This is an optimization exercise on Yosys and OpenROAD, whose aim is small area, a short achievable clock period and few clock cycles per item, not a production implementation. No functional check of the RTL was part of this run. Power and IR drop assume default switching activity.

==> flow/config.mk <==
export PLATFORM = sky130hd
export DESIGN_NAME = simple_modular_adder
export DESIGN_NICKNAME = simple_modular_adder
export VERILOG_FILES = /design/flow/design.v
export SDC_FILE = /design/flow/constraint.sdc
export NUM_CORES = 4
export LEC_CHECK = 0
export CAP_MARGIN = 20
export CORE_MARGIN = 2
export CORE_UTILIZATION = 40
export SETUP_SLACK_MARGIN = 2.45
export SLEW_MARGIN = 20
export SYNTH_HIERARCHICAL = 1
==> flow/constraint.sdc <==
create_clock -name core_clock -period 5.0 [get_ports {clk}]
set_input_delay 1.0000 -clock core_clock [delete_from_list [all_inputs] [get_ports {clk}]]
set_output_delay 1.0000 -clock core_clock [all_outputs]
set_load 0.01 [all_outputs]
==> flow/flow/run.sh <==
#!/bin/bash
# Layout flow: the standard ORFS flow (standard.sh, run on a config that includes
# the standard flow's config.mk) with two changes:
#  - the port buffers are the smallest plain buffer, sky130_fd_sc_hd__buf_1, instead of
#    the delay cell buffer_ports picks by default;
#  - (adder cells are mapped as in the standard flow)
#  - slow cells with long PMOS stacks (3- and 4-input OR/NOR and some complex gates) are
#    added to the don't-use list.
# Registers are untouched: they come from the standard synthesis.
set -euo pipefail
here=$(pwd)
cat > own.mk <<EOM
include $here/config.mk
export BUFFER_PORTS_ARGS = -buffer_cell sky130_fd_sc_hd__buf_1
export DONT_USE_CELLS = sky130_fd_sc_hd__nor3_1 sky130_fd_sc_hd__nor3_2 sky130_fd_sc_hd__nor3_4 sky130_fd_sc_hd__nor3b_1 sky130_fd_sc_hd__nor3b_2 sky130_fd_sc_hd__nor3b_4 sky130_fd_sc_hd__nor4_1 sky130_fd_sc_hd__nor4_2 sky130_fd_sc_hd__nor4_4 sky130_fd_sc_hd__nor4b_1 sky130_fd_sc_hd__nor4b_2 sky130_fd_sc_hd__nor4b_4 sky130_fd_sc_hd__nor4bb_1 sky130_fd_sc_hd__nor4bb_2 sky130_fd_sc_hd__nor4bb_4 sky130_fd_sc_hd__or3_1 sky130_fd_sc_hd__or3_2 sky130_fd_sc_hd__or3_4 sky130_fd_sc_hd__or3b_1 sky130_fd_sc_hd__or3b_2 sky130_fd_sc_hd__or3b_4 sky130_fd_sc_hd__or4_1 sky130_fd_sc_hd__or4_2 sky130_fd_sc_hd__or4_4 sky130_fd_sc_hd__or4b_1 sky130_fd_sc_hd__or4b_2 sky130_fd_sc_hd__or4b_4 sky130_fd_sc_hd__or4bb_1 sky130_fd_sc_hd__or4bb_2 sky130_fd_sc_hd__or4bb_4  sky130_fd_sc_hd__a2111o_1 sky130_fd_sc_hd__a2111o_2 sky130_fd_sc_hd__a2111o_4 sky130_fd_sc_hd__a2111oi_0 sky130_fd_sc_hd__a2111oi_1 sky130_fd_sc_hd__a2111oi_2 sky130_fd_sc_hd__a2111oi_4 sky130_fd_sc_hd__a222oi_1 sky130_fd_sc_hd__a2bb2o_1 sky130_fd_sc_hd__a2bb2o_2 sky130_fd_sc_hd__a2bb2o_4 sky130_fd_sc_hd__a2bb2oi_1 sky130_fd_sc_hd__a2bb2oi_2 sky130_fd_sc_hd__a2bb2oi_4 sky130_fd_sc_hd__a311o_1 sky130_fd_sc_hd__a311o_2 sky130_fd_sc_hd__a311o_4 sky130_fd_sc_hd__a311oi_1 sky130_fd_sc_hd__a311oi_2 sky130_fd_sc_hd__a311oi_4 sky130_fd_sc_hd__a32o_1 sky130_fd_sc_hd__a32o_2 sky130_fd_sc_hd__a32o_4 sky130_fd_sc_hd__a32oi_1 sky130_fd_sc_hd__a32oi_2 sky130_fd_sc_hd__a32oi_4 sky130_fd_sc_hd__a41o_1 sky130_fd_sc_hd__a41o_2 sky130_fd_sc_hd__a41o_4 sky130_fd_sc_hd__a41oi_1 sky130_fd_sc_hd__a41oi_2 sky130_fd_sc_hd__a41oi_4 sky130_fd_sc_hd__o2111a_1 sky130_fd_sc_hd__o2111a_2 sky130_fd_sc_hd__o2111a_4 sky130_fd_sc_hd__o2111ai_1 sky130_fd_sc_hd__o2111ai_2 sky130_fd_sc_hd__o2111ai_4 sky130_fd_sc_hd__o2bb2a_1 sky130_fd_sc_hd__o2bb2a_2 sky130_fd_sc_hd__o2bb2a_4 sky130_fd_sc_hd__o2bb2ai_1 sky130_fd_sc_hd__o2bb2ai_2 sky130_fd_sc_hd__o2bb2ai_4 sky130_fd_sc_hd__o311a_1 sky130_fd_sc_hd__o311a_2 sky130_fd_sc_hd__o311a_4 sky130_fd_sc_hd__o311ai_0 sky130_fd_sc_hd__o311ai_1 sky130_fd_sc_hd__o311ai_2 sky130_fd_sc_hd__o311ai_4 sky130_fd_sc_hd__o32a_1 sky130_fd_sc_hd__o32a_2 sky130_fd_sc_hd__o32a_4 sky130_fd_sc_hd__o32ai_1 sky130_fd_sc_hd__o32ai_2 sky130_fd_sc_hd__o32ai_4 sky130_fd_sc_hd__o41a_1 sky130_fd_sc_hd__o41a_2 sky130_fd_sc_hd__o41a_4 sky130_fd_sc_hd__o41ai_1 sky130_fd_sc_hd__o41ai_2 sky130_fd_sc_hd__o41ai_4 
EOM
sed "s#DESIGN_CONFIG=[^ ]*#DESIGN_CONFIG=$here/own.mk#" standard.sh > own.sh
bash own.sh > standard.log 2>&1
==> flow/standard.sh <==
#!/bin/bash
# synth_recipe.tcl (not shown) runs the flow's synth.tcl, then flattens the netlist and writes it again
# the make line also repeats each setting of config.mk as NAME=value (left out here)
make -C /OpenROAD-flow-scripts/flow DESIGN_CONFIG=/design/flow/config.mk WORK_HOME=/design/flow/orfs CLKGATE_MAP_FILE= SYNTH_SCRIPT=/design/flow/synth_recipe.tcl "${@:-finish}"
==> flow/design.v <==
module ma_blk1(a, b, al, bl, hs, bg);
  input [0:0] a, b;
  input al, bl;
  output [0:0] hs;
  output bg;
  wire [1:0] c;
  assign c[0] = al & bl;
  assign hs[0] = a[0] ^ b[0] ^ c[0];
  assign c[1] = (a[0] & b[0]) | (c[0] & (a[0] ^ b[0]));
  assign bg = c[1] & ~(a[0] & b[0]);
endmodule
module mo_blk1(hs, cb, r);
  input [0:0] hs;
  input cb;
  output [0:0] r;
  assign r[0] = hs[0] ^ cb;
endmodule
module ma_blk4(a, b, al, bl, hs, bg);
  input [3:0] a, b;
  input al, bl;
  output [3:0] hs;
  output bg;
  wire [4:0] c;
  assign c[0] = al & bl;
  assign hs[0] = a[0] ^ b[0] ^ c[0];
  assign c[1] = (a[0] & b[0]) | (c[0] & (a[0] ^ b[0]));
  assign hs[1] = a[1] ^ b[1] ^ c[1];
  assign c[2] = (a[1] & b[1]) | (c[1] & (a[1] ^ b[1]));
  assign hs[2] = a[2] ^ b[2] ^ c[2];
  assign c[3] = (a[2] & b[2]) | (c[2] & (a[2] ^ b[2]));
  assign hs[3] = a[3] ^ b[3] ^ c[3];
  assign c[4] = (a[3] & b[3]) | (c[3] & (a[3] ^ b[3]));
  assign bg = c[4] & ~(a[3] & b[3]);
endmodule
module mo_blk4(hs, cb, r);
  input [3:0] hs;
  input cb;
  output [3:0] r;
  wire f0_1 = hs[1] & hs[0];
  wire f0_3 = hs[3] & hs[2];
  wire f1_2 = hs[2] & f0_1;
  wire f1_3 = f0_3 & f0_1;
  assign r[0] = hs[0] ^ cb;
  assign r[1] = hs[1] ^ (cb & hs[0]);
  assign r[2] = hs[2] ^ (cb & f0_1);
  assign r[3] = hs[3] ^ (cb & f1_2);
endmodule
module ma_low(a, b, x5, l0, l1, c0, c1);
  input [4:0] a, b;
  input x5;
  output [5:0] l0, l1;
  output c0, c1;
  wire [6:0] s0 = {2'b0, a} + {2'b0, b} + {1'b0, x5, 5'b0};
  wire [6:0] s1 = s0 + 7'd19;
  assign l0 = s0[5:0];
  assign l1 = s1[5:0];
  assign c0 = s0[6];
  assign c1 = s1[6];
endmodule
module mb_carry(bg, hs, c0, c1, y, sel, cb);
  input [62:0] bg;
  input [254:6] hs;
  input c0, c1, y;
  output sel;
  output [62:0] cb;
  wire bt0 = &hs[9:6];
  wire bt1 = &hs[13:10];
  wire bt2 = &hs[17:14];
  wire bt3 = &hs[21:18];
  wire bt4 = &hs[25:22];
  wire bt5 = &hs[29:26];
  wire bt6 = &hs[33:30];
  wire bt7 = &hs[37:34];
  wire bt8 = &hs[41:38];
  wire bt9 = &hs[45:42];
  wire bt10 = &hs[49:46];
  wire bt11 = &hs[53:50];
  wire bt12 = &hs[57:54];
  wire bt13 = &hs[61:58];
  wire bt14 = &hs[65:62];
  wire bt15 = &hs[69:66];
  wire bt16 = &hs[73:70];
  wire bt17 = &hs[77:74];
  wire bt18 = &hs[81:78];
  wire bt19 = &hs[85:82];
  wire bt20 = &hs[89:86];
  wire bt21 = &hs[93:90];
  wire bt22 = &hs[97:94];
  wire bt23 = &hs[101:98];
  wire bt24 = &hs[105:102];
  wire bt25 = &hs[109:106];
  wire bt26 = &hs[113:110];
  wire bt27 = &hs[117:114];
  wire bt28 = &hs[121:118];
  wire bt29 = &hs[125:122];
  wire bt30 = &hs[129:126];
  wire bt31 = &hs[133:130];
  wire bt32 = &hs[137:134];
  wire bt33 = &hs[141:138];
  wire bt34 = &hs[145:142];
  wire bt35 = &hs[149:146];
  wire bt36 = &hs[153:150];
  wire bt37 = &hs[157:154];
  wire bt38 = &hs[161:158];
  wire bt39 = &hs[165:162];
  wire bt40 = &hs[169:166];
  wire bt41 = &hs[173:170];
  wire bt42 = &hs[177:174];
  wire bt43 = &hs[181:178];
  wire bt44 = &hs[185:182];
  wire bt45 = &hs[189:186];
  wire bt46 = &hs[193:190];
  wire bt47 = &hs[197:194];
  wire bt48 = &hs[201:198];
  wire bt49 = &hs[205:202];
  wire bt50 = &hs[209:206];
  wire bt51 = &hs[213:210];
  wire bt52 = &hs[217:214];
  wire bt53 = &hs[221:218];
  wire bt54 = &hs[225:222];
  wire bt55 = &hs[229:226];
  wire bt56 = &hs[233:230];
  wire bt57 = &hs[237:234];
  wire bt58 = &hs[241:238];
  wire bt59 = &hs[245:242];
  wire bt60 = &hs[249:246];
  wire bt61 = &hs[253:250];
  wire bt62 = &hs[254:254];
  wire q0_1g = bg[1] | (bt1 & bg[0]);
  wire q0_1t = bt1 & bt0;
  wire q0_3g = bg[3] | (bt3 & bg[2]);
  wire q0_3t = bt3 & bt2;
  wire q0_5g = bg[5] | (bt5 & bg[4]);
  wire q0_5t = bt5 & bt4;
  wire q0_7g = bg[7] | (bt7 & bg[6]);
  wire q0_7t = bt7 & bt6;
  wire q0_9g = bg[9] | (bt9 & bg[8]);
  wire q0_9t = bt9 & bt8;
  wire q0_11g = bg[11] | (bt11 & bg[10]);
  wire q0_11t = bt11 & bt10;
  wire q0_13g = bg[13] | (bt13 & bg[12]);
  wire q0_13t = bt13 & bt12;
  wire q0_15g = bg[15] | (bt15 & bg[14]);
  wire q0_15t = bt15 & bt14;
  wire q0_17g = bg[17] | (bt17 & bg[16]);
  wire q0_17t = bt17 & bt16;
  wire q0_19g = bg[19] | (bt19 & bg[18]);
  wire q0_19t = bt19 & bt18;
  wire q0_21g = bg[21] | (bt21 & bg[20]);
  wire q0_21t = bt21 & bt20;
  wire q0_23g = bg[23] | (bt23 & bg[22]);
  wire q0_23t = bt23 & bt22;
  wire q0_25g = bg[25] | (bt25 & bg[24]);
  wire q0_25t = bt25 & bt24;
  wire q0_27g = bg[27] | (bt27 & bg[26]);
  wire q0_27t = bt27 & bt26;
  wire q0_29g = bg[29] | (bt29 & bg[28]);
  wire q0_29t = bt29 & bt28;
  wire q0_31g = bg[31] | (bt31 & bg[30]);
  wire q0_31t = bt31 & bt30;
  wire q0_33g = bg[33] | (bt33 & bg[32]);
  wire q0_33t = bt33 & bt32;
  wire q0_35g = bg[35] | (bt35 & bg[34]);
  wire q0_35t = bt35 & bt34;
  wire q0_37g = bg[37] | (bt37 & bg[36]);
  wire q0_37t = bt37 & bt36;
  wire q0_39g = bg[39] | (bt39 & bg[38]);
  wire q0_39t = bt39 & bt38;
  wire q0_41g = bg[41] | (bt41 & bg[40]);
  wire q0_41t = bt41 & bt40;
  wire q0_43g = bg[43] | (bt43 & bg[42]);
  wire q0_43t = bt43 & bt42;
  wire q0_45g = bg[45] | (bt45 & bg[44]);
  wire q0_45t = bt45 & bt44;
  wire q0_47g = bg[47] | (bt47 & bg[46]);
  wire q0_47t = bt47 & bt46;
  wire q0_49g = bg[49] | (bt49 & bg[48]);
  wire q0_49t = bt49 & bt48;
  wire q0_51g = bg[51] | (bt51 & bg[50]);
  wire q0_51t = bt51 & bt50;
  wire q0_53g = bg[53] | (bt53 & bg[52]);
  wire q0_53t = bt53 & bt52;
  wire q0_55g = bg[55] | (bt55 & bg[54]);
  wire q0_55t = bt55 & bt54;
  wire q0_57g = bg[57] | (bt57 & bg[56]);
  wire q0_57t = bt57 & bt56;
  wire q0_59g = bg[59] | (bt59 & bg[58]);
  wire q0_59t = bt59 & bt58;
  wire q0_61g = bg[61] | (bt61 & bg[60]);
  wire q0_61t = bt61 & bt60;
  wire q1_2g = bg[2] | (bt2 & q0_1g);
  wire q1_2t = bt2 & q0_1t;
  wire q1_3g = q0_3g | (q0_3t & q0_1g);
  wire q1_3t = q0_3t & q0_1t;
  wire q1_6g = bg[6] | (bt6 & q0_5g);
  wire q1_6t = bt6 & q0_5t;
  wire q1_7g = q0_7g | (q0_7t & q0_5g);
  wire q1_7t = q0_7t & q0_5t;
  wire q1_10g = bg[10] | (bt10 & q0_9g);
  wire q1_10t = bt10 & q0_9t;
  wire q1_11g = q0_11g | (q0_11t & q0_9g);
  wire q1_11t = q0_11t & q0_9t;
  wire q1_14g = bg[14] | (bt14 & q0_13g);
  wire q1_14t = bt14 & q0_13t;
  wire q1_15g = q0_15g | (q0_15t & q0_13g);
  wire q1_15t = q0_15t & q0_13t;
  wire q1_18g = bg[18] | (bt18 & q0_17g);
  wire q1_18t = bt18 & q0_17t;
  wire q1_19g = q0_19g | (q0_19t & q0_17g);
  wire q1_19t = q0_19t & q0_17t;
  wire q1_22g = bg[22] | (bt22 & q0_21g);
  wire q1_22t = bt22 & q0_21t;
  wire q1_23g = q0_23g | (q0_23t & q0_21g);
  wire q1_23t = q0_23t & q0_21t;
  wire q1_26g = bg[26] | (bt26 & q0_25g);
  wire q1_26t = bt26 & q0_25t;
  wire q1_27g = q0_27g | (q0_27t & q0_25g);
  wire q1_27t = q0_27t & q0_25t;
  wire q1_30g = bg[30] | (bt30 & q0_29g);
  wire q1_30t = bt30 & q0_29t;
  wire q1_31g = q0_31g | (q0_31t & q0_29g);
  wire q1_31t = q0_31t & q0_29t;
  wire q1_34g = bg[34] | (bt34 & q0_33g);
  wire q1_34t = bt34 & q0_33t;
  wire q1_35g = q0_35g | (q0_35t & q0_33g);
  wire q1_35t = q0_35t & q0_33t;
  wire q1_38g = bg[38] | (bt38 & q0_37g);
  wire q1_38t = bt38 & q0_37t;
  wire q1_39g = q0_39g | (q0_39t & q0_37g);
  wire q1_39t = q0_39t & q0_37t;
  wire q1_42g = bg[42] | (bt42 & q0_41g);
  wire q1_42t = bt42 & q0_41t;
  wire q1_43g = q0_43g | (q0_43t & q0_41g);
  wire q1_43t = q0_43t & q0_41t;
  wire q1_46g = bg[46] | (bt46 & q0_45g);
  wire q1_46t = bt46 & q0_45t;
  wire q1_47g = q0_47g | (q0_47t & q0_45g);
  wire q1_47t = q0_47t & q0_45t;
  wire q1_50g = bg[50] | (bt50 & q0_49g);
  wire q1_50t = bt50 & q0_49t;
  wire q1_51g = q0_51g | (q0_51t & q0_49g);
  wire q1_51t = q0_51t & q0_49t;
  wire q1_54g = bg[54] | (bt54 & q0_53g);
  wire q1_54t = bt54 & q0_53t;
  wire q1_55g = q0_55g | (q0_55t & q0_53g);
  wire q1_55t = q0_55t & q0_53t;
  wire q1_58g = bg[58] | (bt58 & q0_57g);
  wire q1_58t = bt58 & q0_57t;
  wire q1_59g = q0_59g | (q0_59t & q0_57g);
  wire q1_59t = q0_59t & q0_57t;
  wire q1_62g = bg[62] | (bt62 & q0_61g);
  wire q1_62t = bt62 & q0_61t;
  wire q2_4g = bg[4] | (bt4 & q1_3g);
  wire q2_4t = bt4 & q1_3t;
  wire q2_5g = q0_5g | (q0_5t & q1_3g);
  wire q2_5t = q0_5t & q1_3t;
  wire q2_6g = q1_6g | (q1_6t & q1_3g);
  wire q2_6t = q1_6t & q1_3t;
  wire q2_7g = q1_7g | (q1_7t & q1_3g);
  wire q2_7t = q1_7t & q1_3t;
  wire q2_12g = bg[12] | (bt12 & q1_11g);
  wire q2_12t = bt12 & q1_11t;
  wire q2_13g = q0_13g | (q0_13t & q1_11g);
  wire q2_13t = q0_13t & q1_11t;
  wire q2_14g = q1_14g | (q1_14t & q1_11g);
  wire q2_14t = q1_14t & q1_11t;
  wire q2_15g = q1_15g | (q1_15t & q1_11g);
  wire q2_15t = q1_15t & q1_11t;
  wire q2_20g = bg[20] | (bt20 & q1_19g);
  wire q2_20t = bt20 & q1_19t;
  wire q2_21g = q0_21g | (q0_21t & q1_19g);
  wire q2_21t = q0_21t & q1_19t;
  wire q2_22g = q1_22g | (q1_22t & q1_19g);
  wire q2_22t = q1_22t & q1_19t;
  wire q2_23g = q1_23g | (q1_23t & q1_19g);
  wire q2_23t = q1_23t & q1_19t;
  wire q2_28g = bg[28] | (bt28 & q1_27g);
  wire q2_28t = bt28 & q1_27t;
  wire q2_29g = q0_29g | (q0_29t & q1_27g);
  wire q2_29t = q0_29t & q1_27t;
  wire q2_30g = q1_30g | (q1_30t & q1_27g);
  wire q2_30t = q1_30t & q1_27t;
  wire q2_31g = q1_31g | (q1_31t & q1_27g);
  wire q2_31t = q1_31t & q1_27t;
  wire q2_36g = bg[36] | (bt36 & q1_35g);
  wire q2_36t = bt36 & q1_35t;
  wire q2_37g = q0_37g | (q0_37t & q1_35g);
  wire q2_37t = q0_37t & q1_35t;
  wire q2_38g = q1_38g | (q1_38t & q1_35g);
  wire q2_38t = q1_38t & q1_35t;
  wire q2_39g = q1_39g | (q1_39t & q1_35g);
  wire q2_39t = q1_39t & q1_35t;
  wire q2_44g = bg[44] | (bt44 & q1_43g);
  wire q2_44t = bt44 & q1_43t;
  wire q2_45g = q0_45g | (q0_45t & q1_43g);
  wire q2_45t = q0_45t & q1_43t;
  wire q2_46g = q1_46g | (q1_46t & q1_43g);
  wire q2_46t = q1_46t & q1_43t;
  wire q2_47g = q1_47g | (q1_47t & q1_43g);
  wire q2_47t = q1_47t & q1_43t;
  wire q2_52g = bg[52] | (bt52 & q1_51g);
  wire q2_52t = bt52 & q1_51t;
  wire q2_53g = q0_53g | (q0_53t & q1_51g);
  wire q2_53t = q0_53t & q1_51t;
  wire q2_54g = q1_54g | (q1_54t & q1_51g);
  wire q2_54t = q1_54t & q1_51t;
  wire q2_55g = q1_55g | (q1_55t & q1_51g);
  wire q2_55t = q1_55t & q1_51t;
  wire q2_60g = bg[60] | (bt60 & q1_59g);
  wire q2_60t = bt60 & q1_59t;
  wire q2_61g = q0_61g | (q0_61t & q1_59g);
  wire q2_61t = q0_61t & q1_59t;
  wire q2_62g = q1_62g | (q1_62t & q1_59g);
  wire q2_62t = q1_62t & q1_59t;
  wire q3_8g = bg[8] | (bt8 & q2_7g);
  wire q3_8t = bt8 & q2_7t;
  wire q3_9g = q0_9g | (q0_9t & q2_7g);
  wire q3_9t = q0_9t & q2_7t;
  wire q3_10g = q1_10g | (q1_10t & q2_7g);
  wire q3_10t = q1_10t & q2_7t;
  wire q3_11g = q1_11g | (q1_11t & q2_7g);
  wire q3_11t = q1_11t & q2_7t;
  wire q3_12g = q2_12g | (q2_12t & q2_7g);
  wire q3_12t = q2_12t & q2_7t;
  wire q3_13g = q2_13g | (q2_13t & q2_7g);
  wire q3_13t = q2_13t & q2_7t;
  wire q3_14g = q2_14g | (q2_14t & q2_7g);
  wire q3_14t = q2_14t & q2_7t;
  wire q3_15g = q2_15g | (q2_15t & q2_7g);
  wire q3_15t = q2_15t & q2_7t;
  wire q3_24g = bg[24] | (bt24 & q2_23g);
  wire q3_24t = bt24 & q2_23t;
  wire q3_25g = q0_25g | (q0_25t & q2_23g);
  wire q3_25t = q0_25t & q2_23t;
  wire q3_26g = q1_26g | (q1_26t & q2_23g);
  wire q3_26t = q1_26t & q2_23t;
  wire q3_27g = q1_27g | (q1_27t & q2_23g);
  wire q3_27t = q1_27t & q2_23t;
  wire q3_28g = q2_28g | (q2_28t & q2_23g);
  wire q3_28t = q2_28t & q2_23t;
  wire q3_29g = q2_29g | (q2_29t & q2_23g);
  wire q3_29t = q2_29t & q2_23t;
  wire q3_30g = q2_30g | (q2_30t & q2_23g);
  wire q3_30t = q2_30t & q2_23t;
  wire q3_31g = q2_31g | (q2_31t & q2_23g);
  wire q3_31t = q2_31t & q2_23t;
  wire q3_40g = bg[40] | (bt40 & q2_39g);
  wire q3_40t = bt40 & q2_39t;
  wire q3_41g = q0_41g | (q0_41t & q2_39g);
  wire q3_41t = q0_41t & q2_39t;
  wire q3_42g = q1_42g | (q1_42t & q2_39g);
  wire q3_42t = q1_42t & q2_39t;
  wire q3_43g = q1_43g | (q1_43t & q2_39g);
  wire q3_43t = q1_43t & q2_39t;
  wire q3_44g = q2_44g | (q2_44t & q2_39g);
  wire q3_44t = q2_44t & q2_39t;
  wire q3_45g = q2_45g | (q2_45t & q2_39g);
  wire q3_45t = q2_45t & q2_39t;
  wire q3_46g = q2_46g | (q2_46t & q2_39g);
  wire q3_46t = q2_46t & q2_39t;
  wire q3_47g = q2_47g | (q2_47t & q2_39g);
  wire q3_47t = q2_47t & q2_39t;
  wire q3_56g = bg[56] | (bt56 & q2_55g);
  wire q3_56t = bt56 & q2_55t;
  wire q3_57g = q0_57g | (q0_57t & q2_55g);
  wire q3_57t = q0_57t & q2_55t;
  wire q3_58g = q1_58g | (q1_58t & q2_55g);
  wire q3_58t = q1_58t & q2_55t;
  wire q3_59g = q1_59g | (q1_59t & q2_55g);
  wire q3_59t = q1_59t & q2_55t;
  wire q3_60g = q2_60g | (q2_60t & q2_55g);
  wire q3_60t = q2_60t & q2_55t;
  wire q3_61g = q2_61g | (q2_61t & q2_55g);
  wire q3_61t = q2_61t & q2_55t;
  wire q3_62g = q2_62g | (q2_62t & q2_55g);
  wire q3_62t = q2_62t & q2_55t;
  wire q4_16g = bg[16] | (bt16 & q3_15g);
  wire q4_16t = bt16 & q3_15t;
  wire q4_17g = q0_17g | (q0_17t & q3_15g);
  wire q4_17t = q0_17t & q3_15t;
  wire q4_18g = q1_18g | (q1_18t & q3_15g);
  wire q4_18t = q1_18t & q3_15t;
  wire q4_19g = q1_19g | (q1_19t & q3_15g);
  wire q4_19t = q1_19t & q3_15t;
  wire q4_20g = q2_20g | (q2_20t & q3_15g);
  wire q4_20t = q2_20t & q3_15t;
  wire q4_21g = q2_21g | (q2_21t & q3_15g);
  wire q4_21t = q2_21t & q3_15t;
  wire q4_22g = q2_22g | (q2_22t & q3_15g);
  wire q4_22t = q2_22t & q3_15t;
  wire q4_23g = q2_23g | (q2_23t & q3_15g);
  wire q4_23t = q2_23t & q3_15t;
  wire q4_24g = q3_24g | (q3_24t & q3_15g);
  wire q4_24t = q3_24t & q3_15t;
  wire q4_25g = q3_25g | (q3_25t & q3_15g);
  wire q4_25t = q3_25t & q3_15t;
  wire q4_26g = q3_26g | (q3_26t & q3_15g);
  wire q4_26t = q3_26t & q3_15t;
  wire q4_27g = q3_27g | (q3_27t & q3_15g);
  wire q4_27t = q3_27t & q3_15t;
  wire q4_28g = q3_28g | (q3_28t & q3_15g);
  wire q4_28t = q3_28t & q3_15t;
  wire q4_29g = q3_29g | (q3_29t & q3_15g);
  wire q4_29t = q3_29t & q3_15t;
  wire q4_30g = q3_30g | (q3_30t & q3_15g);
  wire q4_30t = q3_30t & q3_15t;
  wire q4_31g = q3_31g | (q3_31t & q3_15g);
  wire q4_31t = q3_31t & q3_15t;
  wire q4_48g = bg[48] | (bt48 & q3_47g);
  wire q4_48t = bt48 & q3_47t;
  wire q4_49g = q0_49g | (q0_49t & q3_47g);
  wire q4_49t = q0_49t & q3_47t;
  wire q4_50g = q1_50g | (q1_50t & q3_47g);
  wire q4_50t = q1_50t & q3_47t;
  wire q4_51g = q1_51g | (q1_51t & q3_47g);
  wire q4_51t = q1_51t & q3_47t;
  wire q4_52g = q2_52g | (q2_52t & q3_47g);
  wire q4_52t = q2_52t & q3_47t;
  wire q4_53g = q2_53g | (q2_53t & q3_47g);
  wire q4_53t = q2_53t & q3_47t;
  wire q4_54g = q2_54g | (q2_54t & q3_47g);
  wire q4_54t = q2_54t & q3_47t;
  wire q4_55g = q2_55g | (q2_55t & q3_47g);
  wire q4_55t = q2_55t & q3_47t;
  wire q4_56g = q3_56g | (q3_56t & q3_47g);
  wire q4_56t = q3_56t & q3_47t;
  wire q4_57g = q3_57g | (q3_57t & q3_47g);
  wire q4_57t = q3_57t & q3_47t;
  wire q4_58g = q3_58g | (q3_58t & q3_47g);
  wire q4_58t = q3_58t & q3_47t;
  wire q4_59g = q3_59g | (q3_59t & q3_47g);
  wire q4_59t = q3_59t & q3_47t;
  wire q4_60g = q3_60g | (q3_60t & q3_47g);
  wire q4_60t = q3_60t & q3_47t;
  wire q4_61g = q3_61g | (q3_61t & q3_47g);
  wire q4_61t = q3_61t & q3_47t;
  wire q4_62g = q3_62g | (q3_62t & q3_47g);
  wire q4_62t = q3_62t & q3_47t;
  wire q5_32g = bg[32] | (bt32 & q4_31g);
  wire q5_32t = bt32 & q4_31t;
  wire q5_33g = q0_33g | (q0_33t & q4_31g);
  wire q5_33t = q0_33t & q4_31t;
  wire q5_34g = q1_34g | (q1_34t & q4_31g);
  wire q5_34t = q1_34t & q4_31t;
  wire q5_35g = q1_35g | (q1_35t & q4_31g);
  wire q5_35t = q1_35t & q4_31t;
  wire q5_36g = q2_36g | (q2_36t & q4_31g);
  wire q5_36t = q2_36t & q4_31t;
  wire q5_37g = q2_37g | (q2_37t & q4_31g);
  wire q5_37t = q2_37t & q4_31t;
  wire q5_38g = q2_38g | (q2_38t & q4_31g);
  wire q5_38t = q2_38t & q4_31t;
  wire q5_39g = q2_39g | (q2_39t & q4_31g);
  wire q5_39t = q2_39t & q4_31t;
  wire q5_40g = q3_40g | (q3_40t & q4_31g);
  wire q5_40t = q3_40t & q4_31t;
  wire q5_41g = q3_41g | (q3_41t & q4_31g);
  wire q5_41t = q3_41t & q4_31t;
  wire q5_42g = q3_42g | (q3_42t & q4_31g);
  wire q5_42t = q3_42t & q4_31t;
  wire q5_43g = q3_43g | (q3_43t & q4_31g);
  wire q5_43t = q3_43t & q4_31t;
  wire q5_44g = q3_44g | (q3_44t & q4_31g);
  wire q5_44t = q3_44t & q4_31t;
  wire q5_45g = q3_45g | (q3_45t & q4_31g);
  wire q5_45t = q3_45t & q4_31t;
  wire q5_46g = q3_46g | (q3_46t & q4_31g);
  wire q5_46t = q3_46t & q4_31t;
  wire q5_47g = q3_47g | (q3_47t & q4_31g);
  wire q5_47t = q3_47t & q4_31t;
  wire q5_48g = q4_48g | (q4_48t & q4_31g);
  wire q5_48t = q4_48t & q4_31t;
  wire q5_49g = q4_49g | (q4_49t & q4_31g);
  wire q5_49t = q4_49t & q4_31t;
  wire q5_50g = q4_50g | (q4_50t & q4_31g);
  wire q5_50t = q4_50t & q4_31t;
  wire q5_51g = q4_51g | (q4_51t & q4_31g);
  wire q5_51t = q4_51t & q4_31t;
  wire q5_52g = q4_52g | (q4_52t & q4_31g);
  wire q5_52t = q4_52t & q4_31t;
  wire q5_53g = q4_53g | (q4_53t & q4_31g);
  wire q5_53t = q4_53t & q4_31t;
  wire q5_54g = q4_54g | (q4_54t & q4_31g);
  wire q5_54t = q4_54t & q4_31t;
  wire q5_55g = q4_55g | (q4_55t & q4_31g);
  wire q5_55t = q4_55t & q4_31t;
  wire q5_56g = q4_56g | (q4_56t & q4_31g);
  wire q5_56t = q4_56t & q4_31t;
  wire q5_57g = q4_57g | (q4_57t & q4_31g);
  wire q5_57t = q4_57t & q4_31t;
  wire q5_58g = q4_58g | (q4_58t & q4_31g);
  wire q5_58t = q4_58t & q4_31t;
  wire q5_59g = q4_59g | (q4_59t & q4_31g);
  wire q5_59t = q4_59t & q4_31t;
  wire q5_60g = q4_60g | (q4_60t & q4_31g);
  wire q5_60t = q4_60t & q4_31t;
  wire q5_61g = q4_61g | (q4_61t & q4_31g);
  wire q5_61t = q4_61t & q4_31t;
  wire q5_62g = q4_62g | (q4_62t & q4_31g);
  wire q5_62t = q4_62t & q4_31t;
  assign sel = y | q5_62g | (q5_62t & c1);
  wire cin = c0 | (sel & c1);
  assign cb[0] = cin;
  assign cb[1] = bg[0] | (bt0 & cin);
  assign cb[2] = q0_1g | (q0_1t & cin);
  assign cb[3] = q1_2g | (q1_2t & cin);
  assign cb[4] = q1_3g | (q1_3t & cin);
  assign cb[5] = q2_4g | (q2_4t & cin);
  assign cb[6] = q2_5g | (q2_5t & cin);
  assign cb[7] = q2_6g | (q2_6t & cin);
  assign cb[8] = q2_7g | (q2_7t & cin);
  assign cb[9] = q3_8g | (q3_8t & cin);
  assign cb[10] = q3_9g | (q3_9t & cin);
  assign cb[11] = q3_10g | (q3_10t & cin);
  assign cb[12] = q3_11g | (q3_11t & cin);
  assign cb[13] = q3_12g | (q3_12t & cin);
  assign cb[14] = q3_13g | (q3_13t & cin);
  assign cb[15] = q3_14g | (q3_14t & cin);
  assign cb[16] = q3_15g | (q3_15t & cin);
  assign cb[17] = q4_16g | (q4_16t & cin);
  assign cb[18] = q4_17g | (q4_17t & cin);
  assign cb[19] = q4_18g | (q4_18t & cin);
  assign cb[20] = q4_19g | (q4_19t & cin);
  assign cb[21] = q4_20g | (q4_20t & cin);
  assign cb[22] = q4_21g | (q4_21t & cin);
  assign cb[23] = q4_22g | (q4_22t & cin);
  assign cb[24] = q4_23g | (q4_23t & cin);
  assign cb[25] = q4_24g | (q4_24t & cin);
  assign cb[26] = q4_25g | (q4_25t & cin);
  assign cb[27] = q4_26g | (q4_26t & cin);
  assign cb[28] = q4_27g | (q4_27t & cin);
  assign cb[29] = q4_28g | (q4_28t & cin);
  assign cb[30] = q4_29g | (q4_29t & cin);
  assign cb[31] = q4_30g | (q4_30t & cin);
  assign cb[32] = q4_31g | (q4_31t & cin);
  assign cb[33] = q5_32g | (q5_32t & cin);
  assign cb[34] = q5_33g | (q5_33t & cin);
  assign cb[35] = q5_34g | (q5_34t & cin);
  assign cb[36] = q5_35g | (q5_35t & cin);
  assign cb[37] = q5_36g | (q5_36t & cin);
  assign cb[38] = q5_37g | (q5_37t & cin);
  assign cb[39] = q5_38g | (q5_38t & cin);
  assign cb[40] = q5_39g | (q5_39t & cin);
  assign cb[41] = q5_40g | (q5_40t & cin);
  assign cb[42] = q5_41g | (q5_41t & cin);
  assign cb[43] = q5_42g | (q5_42t & cin);
  assign cb[44] = q5_43g | (q5_43t & cin);
  assign cb[45] = q5_44g | (q5_44t & cin);
  assign cb[46] = q5_45g | (q5_45t & cin);
  assign cb[47] = q5_46g | (q5_46t & cin);
  assign cb[48] = q5_47g | (q5_47t & cin);
  assign cb[49] = q5_48g | (q5_48t & cin);
  assign cb[50] = q5_49g | (q5_49t & cin);
  assign cb[51] = q5_50g | (q5_50t & cin);
  assign cb[52] = q5_51g | (q5_51t & cin);
  assign cb[53] = q5_52g | (q5_52t & cin);
  assign cb[54] = q5_53g | (q5_53t & cin);
  assign cb[55] = q5_54g | (q5_54t & cin);
  assign cb[56] = q5_55g | (q5_55t & cin);
  assign cb[57] = q5_56g | (q5_56t & cin);
  assign cb[58] = q5_57g | (q5_57t & cin);
  assign cb[59] = q5_58g | (q5_58t & cin);
  assign cb[60] = q5_59g | (q5_59t & cin);
  assign cb[61] = q5_60g | (q5_60t & cin);
  assign cb[62] = q5_61g | (q5_61t & cin);
endmodule
module simple_modular_adder(a,b,clk,rst,out,done);
input [255:0] a,b;
input clk,rst;
output [255:0] out;
output done;
wire [254:6] hs;
wire [62:0] bg;
wire [5:0] l0, l1;
wire c0, c1;
ma_low u_low(.a(a[4:0]), .b(b[4:0]), .x5(a[5] ^ b[5]), .l0(l0), .l1(l1), .c0(c0), .c1(c1));
ma_blk4 u_a0(.a(a[9:6]), .b(b[9:6]), .al(a[5]), .bl(b[5]), .hs(hs[9:6]), .bg(bg[0]));
ma_blk4 u_a1(.a(a[13:10]), .b(b[13:10]), .al(a[9]), .bl(b[9]), .hs(hs[13:10]), .bg(bg[1]));
ma_blk4 u_a2(.a(a[17:14]), .b(b[17:14]), .al(a[13]), .bl(b[13]), .hs(hs[17:14]), .bg(bg[2]));
ma_blk4 u_a3(.a(a[21:18]), .b(b[21:18]), .al(a[17]), .bl(b[17]), .hs(hs[21:18]), .bg(bg[3]));
ma_blk4 u_a4(.a(a[25:22]), .b(b[25:22]), .al(a[21]), .bl(b[21]), .hs(hs[25:22]), .bg(bg[4]));
ma_blk4 u_a5(.a(a[29:26]), .b(b[29:26]), .al(a[25]), .bl(b[25]), .hs(hs[29:26]), .bg(bg[5]));
ma_blk4 u_a6(.a(a[33:30]), .b(b[33:30]), .al(a[29]), .bl(b[29]), .hs(hs[33:30]), .bg(bg[6]));
ma_blk4 u_a7(.a(a[37:34]), .b(b[37:34]), .al(a[33]), .bl(b[33]), .hs(hs[37:34]), .bg(bg[7]));
ma_blk4 u_a8(.a(a[41:38]), .b(b[41:38]), .al(a[37]), .bl(b[37]), .hs(hs[41:38]), .bg(bg[8]));
ma_blk4 u_a9(.a(a[45:42]), .b(b[45:42]), .al(a[41]), .bl(b[41]), .hs(hs[45:42]), .bg(bg[9]));
ma_blk4 u_a10(.a(a[49:46]), .b(b[49:46]), .al(a[45]), .bl(b[45]), .hs(hs[49:46]), .bg(bg[10]));
ma_blk4 u_a11(.a(a[53:50]), .b(b[53:50]), .al(a[49]), .bl(b[49]), .hs(hs[53:50]), .bg(bg[11]));
ma_blk4 u_a12(.a(a[57:54]), .b(b[57:54]), .al(a[53]), .bl(b[53]), .hs(hs[57:54]), .bg(bg[12]));
ma_blk4 u_a13(.a(a[61:58]), .b(b[61:58]), .al(a[57]), .bl(b[57]), .hs(hs[61:58]), .bg(bg[13]));
ma_blk4 u_a14(.a(a[65:62]), .b(b[65:62]), .al(a[61]), .bl(b[61]), .hs(hs[65:62]), .bg(bg[14]));
ma_blk4 u_a15(.a(a[69:66]), .b(b[69:66]), .al(a[65]), .bl(b[65]), .hs(hs[69:66]), .bg(bg[15]));
ma_blk4 u_a16(.a(a[73:70]), .b(b[73:70]), .al(a[69]), .bl(b[69]), .hs(hs[73:70]), .bg(bg[16]));
ma_blk4 u_a17(.a(a[77:74]), .b(b[77:74]), .al(a[73]), .bl(b[73]), .hs(hs[77:74]), .bg(bg[17]));
ma_blk4 u_a18(.a(a[81:78]), .b(b[81:78]), .al(a[77]), .bl(b[77]), .hs(hs[81:78]), .bg(bg[18]));
ma_blk4 u_a19(.a(a[85:82]), .b(b[85:82]), .al(a[81]), .bl(b[81]), .hs(hs[85:82]), .bg(bg[19]));
ma_blk4 u_a20(.a(a[89:86]), .b(b[89:86]), .al(a[85]), .bl(b[85]), .hs(hs[89:86]), .bg(bg[20]));
ma_blk4 u_a21(.a(a[93:90]), .b(b[93:90]), .al(a[89]), .bl(b[89]), .hs(hs[93:90]), .bg(bg[21]));
ma_blk4 u_a22(.a(a[97:94]), .b(b[97:94]), .al(a[93]), .bl(b[93]), .hs(hs[97:94]), .bg(bg[22]));
ma_blk4 u_a23(.a(a[101:98]), .b(b[101:98]), .al(a[97]), .bl(b[97]), .hs(hs[101:98]), .bg(bg[23]));
ma_blk4 u_a24(.a(a[105:102]), .b(b[105:102]), .al(a[101]), .bl(b[101]), .hs(hs[105:102]), .bg(bg[24]));
ma_blk4 u_a25(.a(a[109:106]), .b(b[109:106]), .al(a[105]), .bl(b[105]), .hs(hs[109:106]), .bg(bg[25]));
ma_blk4 u_a26(.a(a[113:110]), .b(b[113:110]), .al(a[109]), .bl(b[109]), .hs(hs[113:110]), .bg(bg[26]));
ma_blk4 u_a27(.a(a[117:114]), .b(b[117:114]), .al(a[113]), .bl(b[113]), .hs(hs[117:114]), .bg(bg[27]));
ma_blk4 u_a28(.a(a[121:118]), .b(b[121:118]), .al(a[117]), .bl(b[117]), .hs(hs[121:118]), .bg(bg[28]));
ma_blk4 u_a29(.a(a[125:122]), .b(b[125:122]), .al(a[121]), .bl(b[121]), .hs(hs[125:122]), .bg(bg[29]));
ma_blk4 u_a30(.a(a[129:126]), .b(b[129:126]), .al(a[125]), .bl(b[125]), .hs(hs[129:126]), .bg(bg[30]));
ma_blk4 u_a31(.a(a[133:130]), .b(b[133:130]), .al(a[129]), .bl(b[129]), .hs(hs[133:130]), .bg(bg[31]));
ma_blk4 u_a32(.a(a[137:134]), .b(b[137:134]), .al(a[133]), .bl(b[133]), .hs(hs[137:134]), .bg(bg[32]));
ma_blk4 u_a33(.a(a[141:138]), .b(b[141:138]), .al(a[137]), .bl(b[137]), .hs(hs[141:138]), .bg(bg[33]));
ma_blk4 u_a34(.a(a[145:142]), .b(b[145:142]), .al(a[141]), .bl(b[141]), .hs(hs[145:142]), .bg(bg[34]));
ma_blk4 u_a35(.a(a[149:146]), .b(b[149:146]), .al(a[145]), .bl(b[145]), .hs(hs[149:146]), .bg(bg[35]));
ma_blk4 u_a36(.a(a[153:150]), .b(b[153:150]), .al(a[149]), .bl(b[149]), .hs(hs[153:150]), .bg(bg[36]));
ma_blk4 u_a37(.a(a[157:154]), .b(b[157:154]), .al(a[153]), .bl(b[153]), .hs(hs[157:154]), .bg(bg[37]));
ma_blk4 u_a38(.a(a[161:158]), .b(b[161:158]), .al(a[157]), .bl(b[157]), .hs(hs[161:158]), .bg(bg[38]));
ma_blk4 u_a39(.a(a[165:162]), .b(b[165:162]), .al(a[161]), .bl(b[161]), .hs(hs[165:162]), .bg(bg[39]));
ma_blk4 u_a40(.a(a[169:166]), .b(b[169:166]), .al(a[165]), .bl(b[165]), .hs(hs[169:166]), .bg(bg[40]));
ma_blk4 u_a41(.a(a[173:170]), .b(b[173:170]), .al(a[169]), .bl(b[169]), .hs(hs[173:170]), .bg(bg[41]));
ma_blk4 u_a42(.a(a[177:174]), .b(b[177:174]), .al(a[173]), .bl(b[173]), .hs(hs[177:174]), .bg(bg[42]));
ma_blk4 u_a43(.a(a[181:178]), .b(b[181:178]), .al(a[177]), .bl(b[177]), .hs(hs[181:178]), .bg(bg[43]));
ma_blk4 u_a44(.a(a[185:182]), .b(b[185:182]), .al(a[181]), .bl(b[181]), .hs(hs[185:182]), .bg(bg[44]));
ma_blk4 u_a45(.a(a[189:186]), .b(b[189:186]), .al(a[185]), .bl(b[185]), .hs(hs[189:186]), .bg(bg[45]));
ma_blk4 u_a46(.a(a[193:190]), .b(b[193:190]), .al(a[189]), .bl(b[189]), .hs(hs[193:190]), .bg(bg[46]));
ma_blk4 u_a47(.a(a[197:194]), .b(b[197:194]), .al(a[193]), .bl(b[193]), .hs(hs[197:194]), .bg(bg[47]));
ma_blk4 u_a48(.a(a[201:198]), .b(b[201:198]), .al(a[197]), .bl(b[197]), .hs(hs[201:198]), .bg(bg[48]));
ma_blk4 u_a49(.a(a[205:202]), .b(b[205:202]), .al(a[201]), .bl(b[201]), .hs(hs[205:202]), .bg(bg[49]));
ma_blk4 u_a50(.a(a[209:206]), .b(b[209:206]), .al(a[205]), .bl(b[205]), .hs(hs[209:206]), .bg(bg[50]));
ma_blk4 u_a51(.a(a[213:210]), .b(b[213:210]), .al(a[209]), .bl(b[209]), .hs(hs[213:210]), .bg(bg[51]));
ma_blk4 u_a52(.a(a[217:214]), .b(b[217:214]), .al(a[213]), .bl(b[213]), .hs(hs[217:214]), .bg(bg[52]));
ma_blk4 u_a53(.a(a[221:218]), .b(b[221:218]), .al(a[217]), .bl(b[217]), .hs(hs[221:218]), .bg(bg[53]));
ma_blk4 u_a54(.a(a[225:222]), .b(b[225:222]), .al(a[221]), .bl(b[221]), .hs(hs[225:222]), .bg(bg[54]));
ma_blk4 u_a55(.a(a[229:226]), .b(b[229:226]), .al(a[225]), .bl(b[225]), .hs(hs[229:226]), .bg(bg[55]));
ma_blk4 u_a56(.a(a[233:230]), .b(b[233:230]), .al(a[229]), .bl(b[229]), .hs(hs[233:230]), .bg(bg[56]));
ma_blk4 u_a57(.a(a[237:234]), .b(b[237:234]), .al(a[233]), .bl(b[233]), .hs(hs[237:234]), .bg(bg[57]));
ma_blk4 u_a58(.a(a[241:238]), .b(b[241:238]), .al(a[237]), .bl(b[237]), .hs(hs[241:238]), .bg(bg[58]));
ma_blk4 u_a59(.a(a[245:242]), .b(b[245:242]), .al(a[241]), .bl(b[241]), .hs(hs[245:242]), .bg(bg[59]));
ma_blk4 u_a60(.a(a[249:246]), .b(b[249:246]), .al(a[245]), .bl(b[245]), .hs(hs[249:246]), .bg(bg[60]));
ma_blk4 u_a61(.a(a[253:250]), .b(b[253:250]), .al(a[249]), .bl(b[249]), .hs(hs[253:250]), .bg(bg[61]));
ma_blk1 u_a62(.a(a[254:254]), .b(b[254:254]), .al(a[253]), .bl(b[253]), .hs(hs[254:254]), .bg(bg[62]));
reg [254:6] hs_r;
reg [5:0] l0_r, l1_r;
reg [62:0] bg_r;
reg c0_r, c1_r, y_r;
always @(posedge clk) begin
  if (rst) begin
    hs_r <= hs;
    l0_r <= l0;
    l1_r <= l1;
  end
  bg_r <= bg;
  c0_r <= c0;
  c1_r <= c1;
  y_r <= a[254] & b[254];
end
wire sel;
wire [62:0] cb;
mb_carry u_c(.bg(bg_r), .hs(hs_r), .c0(c0_r), .c1(c1_r), .y(y_r), .sel(sel), .cb(cb));
reg [62:0] cb_r;
reg sel_r;
reg st, dn;
always @(posedge clk) begin
  cb_r <= cb;
  sel_r <= sel;
  st <= rst;
  dn <= st & ~rst;
end
wire [254:0] r;
assign r[5:0] = sel_r ? l1_r : l0_r;
mo_blk4 u_o0(.hs(hs_r[9:6]), .cb(cb_r[0]), .r(r[9:6]));
mo_blk4 u_o1(.hs(hs_r[13:10]), .cb(cb_r[1]), .r(r[13:10]));
mo_blk4 u_o2(.hs(hs_r[17:14]), .cb(cb_r[2]), .r(r[17:14]));
mo_blk4 u_o3(.hs(hs_r[21:18]), .cb(cb_r[3]), .r(r[21:18]));
mo_blk4 u_o4(.hs(hs_r[25:22]), .cb(cb_r[4]), .r(r[25:22]));
mo_blk4 u_o5(.hs(hs_r[29:26]), .cb(cb_r[5]), .r(r[29:26]));
mo_blk4 u_o6(.hs(hs_r[33:30]), .cb(cb_r[6]), .r(r[33:30]));
mo_blk4 u_o7(.hs(hs_r[37:34]), .cb(cb_r[7]), .r(r[37:34]));
mo_blk4 u_o8(.hs(hs_r[41:38]), .cb(cb_r[8]), .r(r[41:38]));
mo_blk4 u_o9(.hs(hs_r[45:42]), .cb(cb_r[9]), .r(r[45:42]));
mo_blk4 u_o10(.hs(hs_r[49:46]), .cb(cb_r[10]), .r(r[49:46]));
mo_blk4 u_o11(.hs(hs_r[53:50]), .cb(cb_r[11]), .r(r[53:50]));
mo_blk4 u_o12(.hs(hs_r[57:54]), .cb(cb_r[12]), .r(r[57:54]));
mo_blk4 u_o13(.hs(hs_r[61:58]), .cb(cb_r[13]), .r(r[61:58]));
mo_blk4 u_o14(.hs(hs_r[65:62]), .cb(cb_r[14]), .r(r[65:62]));
mo_blk4 u_o15(.hs(hs_r[69:66]), .cb(cb_r[15]), .r(r[69:66]));
mo_blk4 u_o16(.hs(hs_r[73:70]), .cb(cb_r[16]), .r(r[73:70]));
mo_blk4 u_o17(.hs(hs_r[77:74]), .cb(cb_r[17]), .r(r[77:74]));
mo_blk4 u_o18(.hs(hs_r[81:78]), .cb(cb_r[18]), .r(r[81:78]));
mo_blk4 u_o19(.hs(hs_r[85:82]), .cb(cb_r[19]), .r(r[85:82]));
mo_blk4 u_o20(.hs(hs_r[89:86]), .cb(cb_r[20]), .r(r[89:86]));
mo_blk4 u_o21(.hs(hs_r[93:90]), .cb(cb_r[21]), .r(r[93:90]));
mo_blk4 u_o22(.hs(hs_r[97:94]), .cb(cb_r[22]), .r(r[97:94]));
mo_blk4 u_o23(.hs(hs_r[101:98]), .cb(cb_r[23]), .r(r[101:98]));
mo_blk4 u_o24(.hs(hs_r[105:102]), .cb(cb_r[24]), .r(r[105:102]));
mo_blk4 u_o25(.hs(hs_r[109:106]), .cb(cb_r[25]), .r(r[109:106]));
mo_blk4 u_o26(.hs(hs_r[113:110]), .cb(cb_r[26]), .r(r[113:110]));
mo_blk4 u_o27(.hs(hs_r[117:114]), .cb(cb_r[27]), .r(r[117:114]));
mo_blk4 u_o28(.hs(hs_r[121:118]), .cb(cb_r[28]), .r(r[121:118]));
mo_blk4 u_o29(.hs(hs_r[125:122]), .cb(cb_r[29]), .r(r[125:122]));
mo_blk4 u_o30(.hs(hs_r[129:126]), .cb(cb_r[30]), .r(r[129:126]));
mo_blk4 u_o31(.hs(hs_r[133:130]), .cb(cb_r[31]), .r(r[133:130]));
mo_blk4 u_o32(.hs(hs_r[137:134]), .cb(cb_r[32]), .r(r[137:134]));
mo_blk4 u_o33(.hs(hs_r[141:138]), .cb(cb_r[33]), .r(r[141:138]));
mo_blk4 u_o34(.hs(hs_r[145:142]), .cb(cb_r[34]), .r(r[145:142]));
mo_blk4 u_o35(.hs(hs_r[149:146]), .cb(cb_r[35]), .r(r[149:146]));
mo_blk4 u_o36(.hs(hs_r[153:150]), .cb(cb_r[36]), .r(r[153:150]));
mo_blk4 u_o37(.hs(hs_r[157:154]), .cb(cb_r[37]), .r(r[157:154]));
mo_blk4 u_o38(.hs(hs_r[161:158]), .cb(cb_r[38]), .r(r[161:158]));
mo_blk4 u_o39(.hs(hs_r[165:162]), .cb(cb_r[39]), .r(r[165:162]));
mo_blk4 u_o40(.hs(hs_r[169:166]), .cb(cb_r[40]), .r(r[169:166]));
mo_blk4 u_o41(.hs(hs_r[173:170]), .cb(cb_r[41]), .r(r[173:170]));
mo_blk4 u_o42(.hs(hs_r[177:174]), .cb(cb_r[42]), .r(r[177:174]));
mo_blk4 u_o43(.hs(hs_r[181:178]), .cb(cb_r[43]), .r(r[181:178]));
mo_blk4 u_o44(.hs(hs_r[185:182]), .cb(cb_r[44]), .r(r[185:182]));
mo_blk4 u_o45(.hs(hs_r[189:186]), .cb(cb_r[45]), .r(r[189:186]));
mo_blk4 u_o46(.hs(hs_r[193:190]), .cb(cb_r[46]), .r(r[193:190]));
mo_blk4 u_o47(.hs(hs_r[197:194]), .cb(cb_r[47]), .r(r[197:194]));
mo_blk4 u_o48(.hs(hs_r[201:198]), .cb(cb_r[48]), .r(r[201:198]));
mo_blk4 u_o49(.hs(hs_r[205:202]), .cb(cb_r[49]), .r(r[205:202]));
mo_blk4 u_o50(.hs(hs_r[209:206]), .cb(cb_r[50]), .r(r[209:206]));
mo_blk4 u_o51(.hs(hs_r[213:210]), .cb(cb_r[51]), .r(r[213:210]));
mo_blk4 u_o52(.hs(hs_r[217:214]), .cb(cb_r[52]), .r(r[217:214]));
mo_blk4 u_o53(.hs(hs_r[221:218]), .cb(cb_r[53]), .r(r[221:218]));
mo_blk4 u_o54(.hs(hs_r[225:222]), .cb(cb_r[54]), .r(r[225:222]));
mo_blk4 u_o55(.hs(hs_r[229:226]), .cb(cb_r[55]), .r(r[229:226]));
mo_blk4 u_o56(.hs(hs_r[233:230]), .cb(cb_r[56]), .r(r[233:230]));
mo_blk4 u_o57(.hs(hs_r[237:234]), .cb(cb_r[57]), .r(r[237:234]));
mo_blk4 u_o58(.hs(hs_r[241:238]), .cb(cb_r[58]), .r(r[241:238]));
mo_blk4 u_o59(.hs(hs_r[245:242]), .cb(cb_r[59]), .r(r[245:242]));
mo_blk4 u_o60(.hs(hs_r[249:246]), .cb(cb_r[60]), .r(r[249:246]));
mo_blk4 u_o61(.hs(hs_r[253:250]), .cb(cb_r[61]), .r(r[253:250]));
mo_blk1 u_o62(.hs(hs_r[254:254]), .cb(cb_r[62]), .r(r[254:254]));
assign out = {1'b0, r};
assign done = dn;
endmodule
==> flow_summary.yaml <==
worst_setup_path:
  reg2reg_to: "cb_r[14]$_DFF_P_"
  cpLargestDelayFamily: "compound AO/OA/AOI/OAI gates"
  cpMostUsedCell: "a21o_1"
  rrSetupSlack_ns: 1.99
  cp-endpoint: "cb_r[14]$_DFF_P_"
  cp.depth: 12
  reg2reg_from: "hs_r[139]$_DFFE_PP_"
  path_buf_inv: 2
  slowest_delay_ns: 0.42
  critical-path-slowest-cell: "a221o_2"
  cp-startpoint: "hs_r[139]$_DFFE_PP_"
  path_cells: "and4_4, a211oi_2, nor2_2, a221o_2, a21o_1, a22oi_2, buf_6, a21boi_4, a21o_4, a221o_1, buf_4, a21o_1"
  startpoint_type: "flip-flop"
  crit_arrival_ns: 3.46
  cp-end-kind: "flip-flop"
  crit_type: "reg2reg"
  required_ns: 5.46
  cp_max_fo: 4
  reg2reg_depth: 12
route:
  first_iter_violations: 794
  detail-route-antenna-nets: 0
  wl_per_cell_um: 21.30
  vias: 18300
  via_per_inst: 4.926
  wirelength_mm: 79.12
  drc: 0
  firstDrtPassIters: 7
synthesis:
  ys_async_sr_fraction: 0
  synth_edf_count: 261
  synth_area_sq_mm: 0.02404
  synth_cells: 1903
  postSynthAreaPerCell_sq_um: 12.63
  yosysTopAreaCell: "edfxtp_1"
  ys_top_cells_by_area: "edfxtp_1 33%, fa_1 16%, dfxtp_1 11%"
  syn_nets: 2798
  synthFlopType: "edfxtp_1"
  synth-seq-cells: 393
  netlist_top_cells_count: "327 x inv_1, 261 x edfxtp_1, 194 x ha_1, 187 x fa_1, 132 x dfxtp_1"
  ys_warn_count: 7
  post-synth-top-count-cell: "inv_1"
  synth_cell_types: 60
  seq_area_frac_synth: 0.4360
  synth_top_area_frac: 0.3261
timing:
  rsz0062_at_grt: "true"
  fin_skew_ns: 0.02065
  hold_slack_ns: 0.4284
  tightest_slew_ns: 0.8264
  tns_ns: 0
  slew_headroom: 0.4491
  finalMaxSlewViolations: 0
  hold_viol_final: 0
  post-route-min-period_ns: 3.008
  setup_viol: 0
  max_freq_ghz: 0.3324
  period_share: 0.6016
floorplan:
  io_pins: 771
  dieArea_sq_mm: 0.06207
  die_w_um: 249.1
  start_util: 0.4057
  core_region_area_sq_mm: 0.05924
  rows: 89
  fp.dieH_um: 249.1
cts:
  ctsHoldBuffers: 0
  cts.clk_slew.worst_paths_ns: 0.06
  root_buffer: "clkbuf_16"
  insertion_delay_ns: 0.58
  clk_path_buf_depth: 3
  cts_made_buffers: 47
  h-tree-depth: 2
  cts_tree: "yes"
  clock_sinks: 393
grt:
  antenna_found_initial: 32
  grt_pass1_vias: 19360
  grt_util_all_layers: 0.2465
  grt_pass1_wl_mm: 114.0
  grt-ovfl-total: 0
  grt_max_degree: 91
status:
  status: "no timing/DRC/antenna violations"
pwr:
  ir_worst_vdd_mv: 0.2288
  power_density_mw_per_mm2: 324.4
  power_leakage_nw: 13.99
place:
  routabilityCongestion: 0.9998
  dp.cells: 3441
  port-buffer-count: 767
  dp_hpwl_mm: 64.79
finish:
  area_delta_synth_final_pct: 39.44
  nNetsFinal: 3782
  drive_above_1_share: 0.3413
  final_cells: 3715
run:
  maxCapViolCount: 0
min_path:
  min_path_type: "reg2reg"
per-module statistics from Yosys, one instance, submodules excluded:
module	cells inside	area, sq um	times used
simple_modular_adder	405	10610	1
ma_blk1	4	45.04	1
ma_blk4	12	123.9	62
mo_blk4	6	50.05	62
mo_blk1	1	8.758	1
ma_low	47	404.1	1
mb_carry	330	2181	1
layout make-up:
type / count / area, sq um
diodes: 18 / 45.04
clock buffers: 61 / 1321
clock inverters: 25 / 195.2
fillers: 5139 / 25730
inverters: 328 / 1234
multi-input cells: 1176 / 14270
flip-flops and latches: 393 / 10490
well taps: 773 / 967.2
repair buffers: 941 / 4987
sequential cells by signal, indices dropped and copies added (netlist names):
register and count:
bg_r 63, c0_r 1, c1_r 1, cb_r 63
dn 1, hs_r 249, l0_r 6, l1_r 6
sel_r 1, st 1, y_r 1
repair_timing:
item                                    CTS  global route
pin swaps                                77            68
buffers inserted                         96            74
endpoints found under the setup margin  201           271
gates resized for setup                 342           327
worst min path at each step:
stage,startpoint,endpoint,cells past startpoint
final,bg_r[50]$_DFF_P_,cb_r[51]$_DFF_P_,1
after global routing,st$_DFF_P_,dn$_DFF_P_,1
after CTS,bg_r[26]$_DFF_P_,cb_r[27]$_DFF_P_,1
after detailed placement,bg_r[26]$_DFF_P_,cb_r[27]$_DFF_P_,1
after global placement,bg_r[26]$_DFF_P_,cb_r[27]$_DFF_P_,1
after floorplan,bg_r[26]$_DFF_P_,cb_r[27]$_DFF_P_,1
power by group:
group | total [mW] | switching [mW] | internal (mW) | leakage (nW)
Clock | 3.36 | 1.39 | 1.97 | 0.760
Combinational | 3.12 | 1.61 | 1.51 | 9.59
Sequential | 4.39 | 0.381 | 4.01 | 3.65
Total | 10.9 | 3.38 | 7.49 | 14.0
worst register-to-register path, stage by stage (launching register included):
cell and delay (ns):
edfxtp_1 0.39, and4_4 0.22, a211oi_2 0.21, nor2_2 0.10
a221o_2 0.42, a21o_1 0.26, a22oi_2 0.19, buf_6 0.14
a21boi_4 0.07, a21o_4 0.25, a221o_1 0.33, buf_4 0.15
a21o_1 0.15
per-layer routing:
layer | part of all wire | global-route usage
met3 | 0.075 | 0.07795
met4 | 0.045 | 0.1112
met2 | 0.51 | 0.4398
met1 | 0.36 | 0.2665
met5 | 0.0035 | 0.006178
stage by stage:
stage	worst slack (ns)	instance area, sq um	util	total power [mW]
finish	1.992	33520	0.5657	10.87
global route	1.921	33500	0.5655	11.42
CTS	2.030	31810	0.5370	10.62
detailed placement	1.561	28420	0.4797	6.836
global placement	1.593	28420	0.4797	6.780
floorplan	2.272	24560	-	5.659
logic make-up (layout without fill, tap and decap cells):
logic type | after synthesis | count (layout) | synth area share
and+or+nand+nor | 441 | 441 | 0.1334
AOI/OAI and AO/OA | 153 | 153 | 0.04545
muxes | 6 | 6 | 0.003748
DFF | 393 | 393 | 0.4360
xor gates and xnor gates | 194 | 194 | 0.07158
buffers and inverters | 334 | 1355 | 0.05289
other | 1 | 19 | 0.0001560
adders and majority gates | 381 | 381 | 0.2567
cells in the final DEF, fill, tap and decap left out, drive strengths merged, types with 3 or more instances in the layout:
cell	synthesis	routed
mux2	6	6
diode	0	18
and4	65	65
edfxtp	261	261
a21o	27	27
buf	5	898
nand2	24	24
nand4	83	83
inv	328	330
and3	11	11
o211ai	5	5
dfxtp	132	132
clkinv	0	19
ha	194	194
and2	73	73
o21ai	19	19
a21oi	34	34
nor2	28	28
nor2b	65	65
clkbuf	1	104
or2	9	9
fa	187	187
a211oi	14	14
nand3	71	71
a211o	6	6
a221o	6	6
nand2b	6	6
xor2	66	66
o21bai	18	18
o22ai	7	7
xnor2	127	127
o21a	3	3

==> re-timing with driven ports <==
How much do the figures lean on ideal ports? The routed layout below was timed once more, with nothing changed but the port constraints.
Step 1 sets driving cells, clkbuf_16 on the clock port and buf_2 on the other inputs (assumed; they add their load-dependent delay and slew).
Step 2 moves the port delays by t, midway between the first and last clock arrival at a register: inputs arrive t later, outputs are due t later. That takes back most of the time a late clock gives input paths.
Three values: ideal, step 1, step 2; two values: the first two.
t (ns): 0.629
setup WS [ns]: 1.992 / 1.992 / 1.992
worst setup path at the end: register to register
After both steps this run still meets setup and hold. The setup slack of this run moves by 0.000 ns with the drivers and by 0.000 ns with both steps.
